From an optimization exercise on the open Yosys and OpenROAD flow, aimed at small area; shortcuts taken in it are not production practice.
At most, simulation tests tie the RTL to the original design; equivalence was not proved.
Power is estimated from default activity; no workload was simulated.

==> 04-15 <==
==> flow/design.v <==
module i2s_mavg (
	input         clk,         
	input         rst,         
	input         lrck,        
	input         adcdat,      
	input         dsp_en,      
	input  [15:0] sram_rdata,  
	output [17:0] sram_addr,   
	output [15:0] sram_wdata,  
	output        sram_we_n,   
	output        dacdat       
);
	reg        lrp;     
	reg  [3:0] cnt;     
	reg        done;    
	reg [15:0] sL, sR;  
	wire tog = lrp ^ lrck;
	always @(posedge clk) begin
		if (rst) begin
			lrp  <= 1'b0;
			cnt  <= 4'hF;
			done <= 1'b1;
		end else begin
			lrp <= lrck;
			if (tog) begin
				cnt  <= 4'hF;
				done <= 1'b0;
			end else if (cnt != 4'h0)
				cnt <= cnt - 4'h1;
			else
				done <= 1'b1;
		end
	end
	always @(posedge clk) begin
		if (rst) begin
			sL <= 16'h0;
			sR <= 16'h0;
		end else if (!done && !tog) begin
			if (lrck) sR[cnt] <= adcdat;
			else      sL[cnt] <= adcdat;
		end
	end
	localparam [2:0] C0 = 3'd0, C1 = 3'd1, C2 = 3'd2, C3 = 3'd3, C4 = 3'd4,
	                 C5 = 3'd5, P1 = 3'd6, P2 = 3'd7;
	reg [2:0] fc;
	reg       we_n;
	reg [6:0] addr;
	reg       d15;      
	always @(posedge clk) begin
		if (rst) begin
			fc   <= C0;
			we_n <= 1'b1;
			addr <= 7'd0;
			d15  <= 1'b0;
		end else begin
			case (fc)
				C0:      fc <= P1;
				P1:      fc <= tog ? P1 : P2;
				P2:      fc <= tog ? P1 : C3;
				C1:      fc <= tog ? C1 : C2;
				C2:      fc <= tog ? C1 : C3;
				C3:      fc <= tog ? C1 : C4;
				C4:      fc <= tog ? C1 : C5;
				default: fc <= tog ? C1 : C5;
			endcase
			if (!tog) begin
				if (fc == C1 || fc == P1) we_n <= 1'b1;
				if (fc == C2 || fc == P2) begin
					we_n <= 1'b0;
					d15  <= lrck ? sL[15] : sR[15];
				end
				if (fc == C3) we_n <= 1'b1;
				if (fc == C4) addr <= (addr == 7'd79) ? 7'd0 : addr + 7'd1;
			end
		end
	end
	wire showL = lrp ^ (fc == C1 || fc == C2);
	assign sram_wdata = {d15, showL ? sL[14:0] : sR[14:0]};
	reg z1, z2;
	always @(posedge clk) begin
		z1 <= z1 & ~rst;
		z2 <= z2 & ~rst;
	end
	wire wcyc = (fc == C3 && ((cnt == 4'd13 && !done) || (cnt == 4'd12 && done))
	                      && d15 == (lrp ? sL[15] : sR[15]))
	         || (fc == C1 && cnt == 4'hF && !done && d15 == (lrp ? sR[15] : sL[15]));
	assign sram_addr  = {{6{z1}}, {5{z2}}, addr};
	assign sram_we_n  = we_n | ~wcyc;
	reg signed [22:0] accA, accB;
	wire upd = (fc == C3);
	wire signed [22:0] sum = accB + {{7{sram_wdata[15]}}, sram_wdata}
	                              - {{7{sram_rdata[15]}}, sram_rdata};
	wire signed [22:0] nb = upd ? sum : accB;
	always @(posedge clk) begin
		if (rst) begin
			accA <= 23'sd0;
			accB <= 23'sd0;
		end else if (tog) begin
			accA <= nb;
			accB <= accA;
		end else
			accB <= nb;
	end
	wire go = (cnt == 4'hF) & ~done;
	reg  lor;
	wire lor_n = go ? lrck : lor;
	reg  dpass, ddsp;
	reg  [2:0] rr;
	wire [22:0] biased = accA + (accA[22] ? 23'd79 : 23'd0);
	wire [18:0] y = biased[22:4];
	reg  [2:0] r0;
	always @(*) begin
		case (y[18:15])
			4'd0, 4'd5, 4'd11:        r0 = 3'd0;  
			4'd1, 4'd6, 4'd12:        r0 = 3'd1;
			4'd2, 4'd7, 4'd8, 4'd13:  r0 = 3'd2;
			4'd3, 4'd9, 4'd14:        r0 = 3'd3;
			default:                  r0 = 3'd4;  
		endcase
	end
	wire [3:0] cm1 = cnt - 4'd1;
	wire [2:0] rc  = (cnt == 4'hF) ? r0 : rr;
	wire [3:0] t   = {rc, y[cm1]};
	wire       qb  = (t >= 4'd5);
	wire [3:0] tr  = qb ? t - 4'd5 : t;
	always @(negedge clk) begin
		if (rst) begin
			lor   <= 1'b0;
			dpass <= 1'b0;
			ddsp  <= 1'b0;
		end else begin
			lor <= lor_n;
			if (cnt != 4'h0 || !done)
				dpass <= lor_n ? sR[cnt] : sL[cnt];
			ddsp <= (cnt != 4'h0) & qb;
		end
		rr <= tr[2:0];
	end
	assign dacdat = dsp_en ? ddsp : dpass;
endmodule
==> flow/run.sh <==
#!/bin/bash
# synth_recipe.tcl (not shown) runs the flow's synth.tcl, then flattens the netlist and writes it again
# the make line also repeats each setting of config.mk as NAME=value (left out here)
make -C /OpenROAD-flow-scripts/flow DESIGN_CONFIG=/design/flow/config.mk WORK_HOME=/design/flow/orfs CLKGATE_MAP_FILE= SYNTH_SCRIPT=/design/flow/synth_recipe.tcl finish
==> flow/config.mk <==
export PLATFORM = sky130hd
export DESIGN_NAME = i2s_mavg
export DESIGN_NICKNAME = i2s_mavg
export VERILOG_FILES = /design/flow/design.v
export SDC_FILE = /design/flow/constraint.sdc
export NUM_CORES = 4
export LEC_CHECK = 0
export CAP_MARGIN = 20
export CORE_MARGIN = 2
export CORE_UTILIZATION = 40
export SLEW_MARGIN = 20
==> flow/constraint.sdc <==
create_clock -name core_clock -period 20.0 [get_ports {clk}]
set_input_delay 4.0000 -clock core_clock [delete_from_list [all_inputs] [get_ports {clk}]]
set_output_delay 4.0000 -clock core_clock [all_outputs]
set_load 0.01 [all_outputs]
==> inputs of 03-27, as changes to 04-15 <==
==> flow/design.v, changed modules only <==
module i2s_mavg (
	input         clk,         
	input         rst,         
	input         lrck,        
	input         adcdat,      
	input         dsp_en,      
	input  [15:0] sram_rdata,  
	output [17:0] sram_addr,   
	output [15:0] sram_wdata,  
	output        sram_we_n,   
	output        dacdat       
);
	reg        lrp;     
	reg  [3:0] cnt;     
	reg        done;    
	reg [15:0] sL, sR;  
	wire tog = lrp ^ lrck;
	always @(posedge clk) begin
		if (rst) begin
			lrp  <= 1'b0;
			cnt  <= 4'hF;
			done <= 1'b1;
		end else begin
			lrp <= lrck;
			if (tog) begin
				cnt  <= 4'hF;
				done <= 1'b0;
			end else if (cnt != 4'h0)
				cnt <= cnt - 4'h1;
			else
				done <= 1'b1;
		end
	end
	always @(posedge clk) begin
		if (rst) begin
			sL <= 16'h0;
			sR <= 16'h0;
		end else if (!done && !tog) begin
			if (lrck) sR[cnt] <= adcdat;
			else      sL[cnt] <= adcdat;
		end
	end
	localparam [2:0] C0 = 3'd0, C1 = 3'd1, C2 = 3'd2, C3 = 3'd3, C4 = 3'd4,
	                 C5 = 3'd5, P1 = 3'd6, P2 = 3'd7;
	reg [2:0] fc;
	reg       we_n;
	reg [6:0] addr;
	reg       d15;      
	always @(posedge clk) begin
		if (rst) begin
			fc   <= C0;
			we_n <= 1'b1;
			addr <= 7'd0;
			d15  <= 1'b0;
		end else begin
			case (fc)
				C0:      fc <= P1;
				P1:      fc <= tog ? P1 : P2;
				P2:      fc <= tog ? P1 : C3;
				C1:      fc <= tog ? C1 : C2;
				C2:      fc <= tog ? C1 : C3;
				C3:      fc <= tog ? C1 : C4;
				C4:      fc <= tog ? C1 : C5;
				default: fc <= tog ? C1 : C5;
			endcase
			if (!tog) begin
				if (fc == C1 || fc == P1) we_n <= 1'b1;
				if (fc == C2 || fc == P2) begin
					we_n <= 1'b0;
					d15  <= lrck ? sL[15] : sR[15];
				end
				if (fc == C3) we_n <= 1'b1;
				if (fc == C4) addr <= (addr == 7'd79) ? 7'd0 : addr + 7'd1;
			end
		end
	end
	wire showL = lrp ^ (fc == C1 || fc == C2);
	assign sram_wdata = {d15, showL ? sL[14:0] : sR[14:0]};
	reg z1, z2;
	always @(posedge clk) begin
		z1 <= z1 & ~rst;
		z2 <= z2 & ~rst;
	end
	wire wcyc = (fc == C3 && ((cnt == 4'd13 && !done) || (cnt == 4'd12 && done))
	                      && d15 == (lrp ? sL[15] : sR[15]))
	         || (fc == C1 && cnt == 4'hF && !done && d15 == (lrp ? sR[15] : sL[15]));
	assign sram_addr  = {{6{z1}}, {5{z2}}, addr};
	assign sram_we_n  = we_n | ~wcyc;
	reg [22:0] accA, accB;
	wire upr = (fc == C2 || fc == P2) && !tog;
	wire upd = (fc == C3);
	wire [15:0] xo = ({16{upd}} & sram_wdata) | ({16{upr}} & ~sram_rdata);
	wire [22:0] x  = {{7{xo[15]}}, xo};
	wire [22:0] sum;
	wire [23:0] sc;
	assign sc[0] = upr;
	genvar gi;
	generate
		for (gi = 0; gi < 23; gi = gi + 1) begin : g_acc
			assign sum[gi]  = accB[gi] ^ x[gi] ^ sc[gi];
			assign sc[gi+1] = (accB[gi] & x[gi]) | (sc[gi] & (accB[gi] ^ x[gi]));
		end
	endgenerate
	always @(posedge clk) begin
		if (rst) begin
			accA <= 23'd0;
			accB <= 23'd0;
		end else if (tog) begin
			accA <= sum;
			accB <= accA;
		end else
			accB <= sum;
	end
	wire go = (cnt == 4'hF) & ~done;
	reg  lor;           
	wire lor_n = go ? lrck : lor;
	reg  dpass, ddsp;   
	reg  [2:0] rr;
	wire sg = accA[22];
	wire [18:0] ah = accA[22:4];
	wire [18:0] y;
	wire [19:0] yc;
	assign yc[0] = sg & (accA[3:0] != 4'd0);
	assign y[0] = ah[0] ^ yc[0];
	assign yc[1] = ah[0] & yc[0];
	assign y[1] = ah[1] ^ yc[1];
	assign yc[2] = ah[1] & yc[1];
	assign y[2] = ah[2] ^ sg ^ yc[2];
	assign yc[3] = (ah[2] & sg) | (yc[2] & (ah[2] ^ sg));
	generate
		for (gi = 3; gi < 19; gi = gi + 1) begin : g_y
			assign y[gi] = ah[gi] ^ yc[gi];
			assign yc[gi+1] = ah[gi] & yc[gi];
		end
	endgenerate
	reg  [2:0] r0;
	always @(*) begin
		case (y[18:15])
			4'd0, 4'd5, 4'd11:        r0 = 3'd0;  
			4'd1, 4'd6, 4'd12:        r0 = 3'd1;
			4'd2, 4'd7, 4'd8, 4'd13:  r0 = 3'd2;
			4'd3, 4'd9, 4'd14:        r0 = 3'd3;
			default:                  r0 = 3'd4;  
		endcase
	end
	wire [3:0] cm1 = cnt - 4'd1;
	wire [2:0] rc  = (cnt == 4'hF) ? r0 : rr;
	wire [3:0] t   = {rc, y[cm1]};
	wire       qb  = (t >= 4'd5);
	wire [3:0] tr  = qb ? t - 4'd5 : t;
	always @(posedge clk) begin
		lor <= ~rst & lor_n;
		rr  <= tr[2:0];
	end
	always @(negedge clk or posedge rst) begin
		if (rst) begin
			dpass <= 1'b0;
			ddsp  <= 1'b0;
		end else begin
			if (cnt != 4'h0 || !done)
				dpass <= lor_n ? sR[cnt] : sL[cnt];
			ddsp <= (cnt != 4'h0) & qb;
		end
	end
	assign dacdat = dsp_en ? ddsp : dpass;
endmodule
==> flow/flow/run.sh (new file) <==
#!/bin/bash
# Standard synthesis, then the combinational logic re-mapped by ABC for area
# (flip-flops untouched), then the standard layout with the ports buffered by
# the smallest buffer cell and a clock tree without dummy loads.
set -euo pipefail
R=$(pwd)/orfs/results/${FLOW_PLATFORM}/i2s_mavg/base
LIB=${FLOW_HOME}/platforms/${FLOW_PLATFORM}/lib/sky130_fd_sc_hd__tt_025C_1v80.lib
bash standard.sh synth > synth.log 2>&1
cp $R/1_2_yosys.v $R/1_2_yosys_standard.v
sed -e "s#LIBFILE#$LIB#g" -e "s#NETIN#$R/1_2_yosys_standard.v#" -e "s#NETOUT#$R/1_2_yosys_area.v#" \
    -e "s#TOP#${FLOW_TOP}#" -e "s#ABCSCRIPT#$(pwd)/flow/area.abc#" flow/reabc.ys > reabc_run.ys
yosys -l reabc.log reabc_run.ys > /dev/null 2>&1
cp $R/1_2_yosys_area.v $R/1_2_yosys.v
export BUFFER_PORTS_ARGS="-buffer_cell sky130_fd_sc_hd__buf_1"
# the standard clock tree arguments, without the dummy balancing loads
export CTS_ARGS="-sink_clustering_enable -repair_clock_nets -buf_list sky130_fd_sc_hd__clkbuf_8 -dont_use_dummy_load"
bash standard.sh finish > finish.log 2>&1
==> flow/flow/area.abc (new file) <==
strash
&get -n
&deepsyn -T 10
&put
dch -f
amap
==> flow/flow/reabc.ys (new file) <==
# Re-map the combinational logic of the standard synthesis for area.
# The flip-flops are kept as they are (same cells, names and connections).
read_liberty -ignore_miss_func LIBFILE
read_verilog NETIN
hierarchy -top TOP
blackbox sky130_fd_sc_hd__*df* sky130_fd_sc_hd__*dl*
flatten
rename -hide w:*.*
opt -purge
techmap
opt -purge
abc -liberty LIBFILE -script ABCSCRIPT -dont_use *probe* -dont_use *lpflow* -dont_use *clkdly* -dont_use *dlygate* -dont_use *clkbuf* -dont_use *clkinv*
opt_clean -purge
hilomap -singleton -hicell sky130_fd_sc_hd__conb_1 HI -locell sky130_fd_sc_hd__conb_1 LO
setundef -zero
insbuf -buf sky130_fd_sc_hd__buf_1 A X
check
stat -liberty LIBFILE
write_verilog -noattr -nohex -nodec NETOUT
==> flow/standard.sh (new file) <==
#!/bin/bash
# synth_recipe.tcl (not shown) runs the flow's synth.tcl, then flattens the netlist and writes it again
# the make line also repeats each setting of config.mk as NAME=value (left out here)
make -C /OpenROAD-flow-scripts/flow DESIGN_CONFIG=/design/flow/config.mk WORK_HOME=/design/flow/orfs CLKGATE_MAP_FILE= SYNTH_SCRIPT=/design/flow/synth_recipe.tcl "${@:-finish}"
--- a/flow/config.mk
+++ b/flow/config.mk
@@ -7,5 +7,6 @@
 export LEC_CHECK = 0
 export CAP_MARGIN = 20
 export CORE_MARGIN = 2
-export CORE_UTILIZATION = 40
+export CORE_UTILIZATION = 70
+export CTS_BUF_LIST = sky130_fd_sc_hd__clkbuf_8
 export SLEW_MARGIN = 20
removed: flow/run.sh
==> comparison <==
04-15 went through all stages and came out clean. 03-27 ran to the end with no violations.
Between 03-27 and 04-15, the lower count of clock-buffer cells in the layout is in 03-27 (gap 2).
Area after synthesis: 04-15 is higher than 03-27 (about 60%).
The die area of 04-15 is 2.7 times that of 03-27.
Between 04-15 and 03-27, the lower worst hold slack is in 04-15 (gap 0.021 ns).
Against 03-27, the setup slack of 04-15 is worse by 0.56 ns.
In 04-15 the final area is higher than in 03-27, by 65%.
==> figures <==
Outcome: 04-15 no timing/DRC/antenna violations; 03-27 no timing/DRC/antenna violations
Multi-input gate area: 04-15 5300 um^2; 03-27 2480 um^2
Via count of the first global-routing pass: 04-15 6474; 03-27 4823
Combinational group power: 04-15 0.000207 W; 03-27 0.000186 W
Worst hold start: 04-15 we_n; 03-27 sL[0]
Crit path required time: 04-15 10.29 ns; 03-27 16.00 ns
Clock-pin slew on the worst setup and hold paths: 04-15 0.07 ns; 03-27 0.09 ns
Final WS setup: 04-15 4.29 ns; 03-27 4.86 ns
End of the critical path: 04-15 dpass; 03-27 dacdat
Number of nets in the final layout: 04-15 1089; 03-27 753
Placed inst area: 04-15 8540 um^2; 03-27 5260 um^2
Total number of tap cells: 04-15 265; 03-27 96
Storage element area: 04-15 2080 um^2; 03-27 2090 um^2
The RTL of 03-27 was laid out without a check of its function.
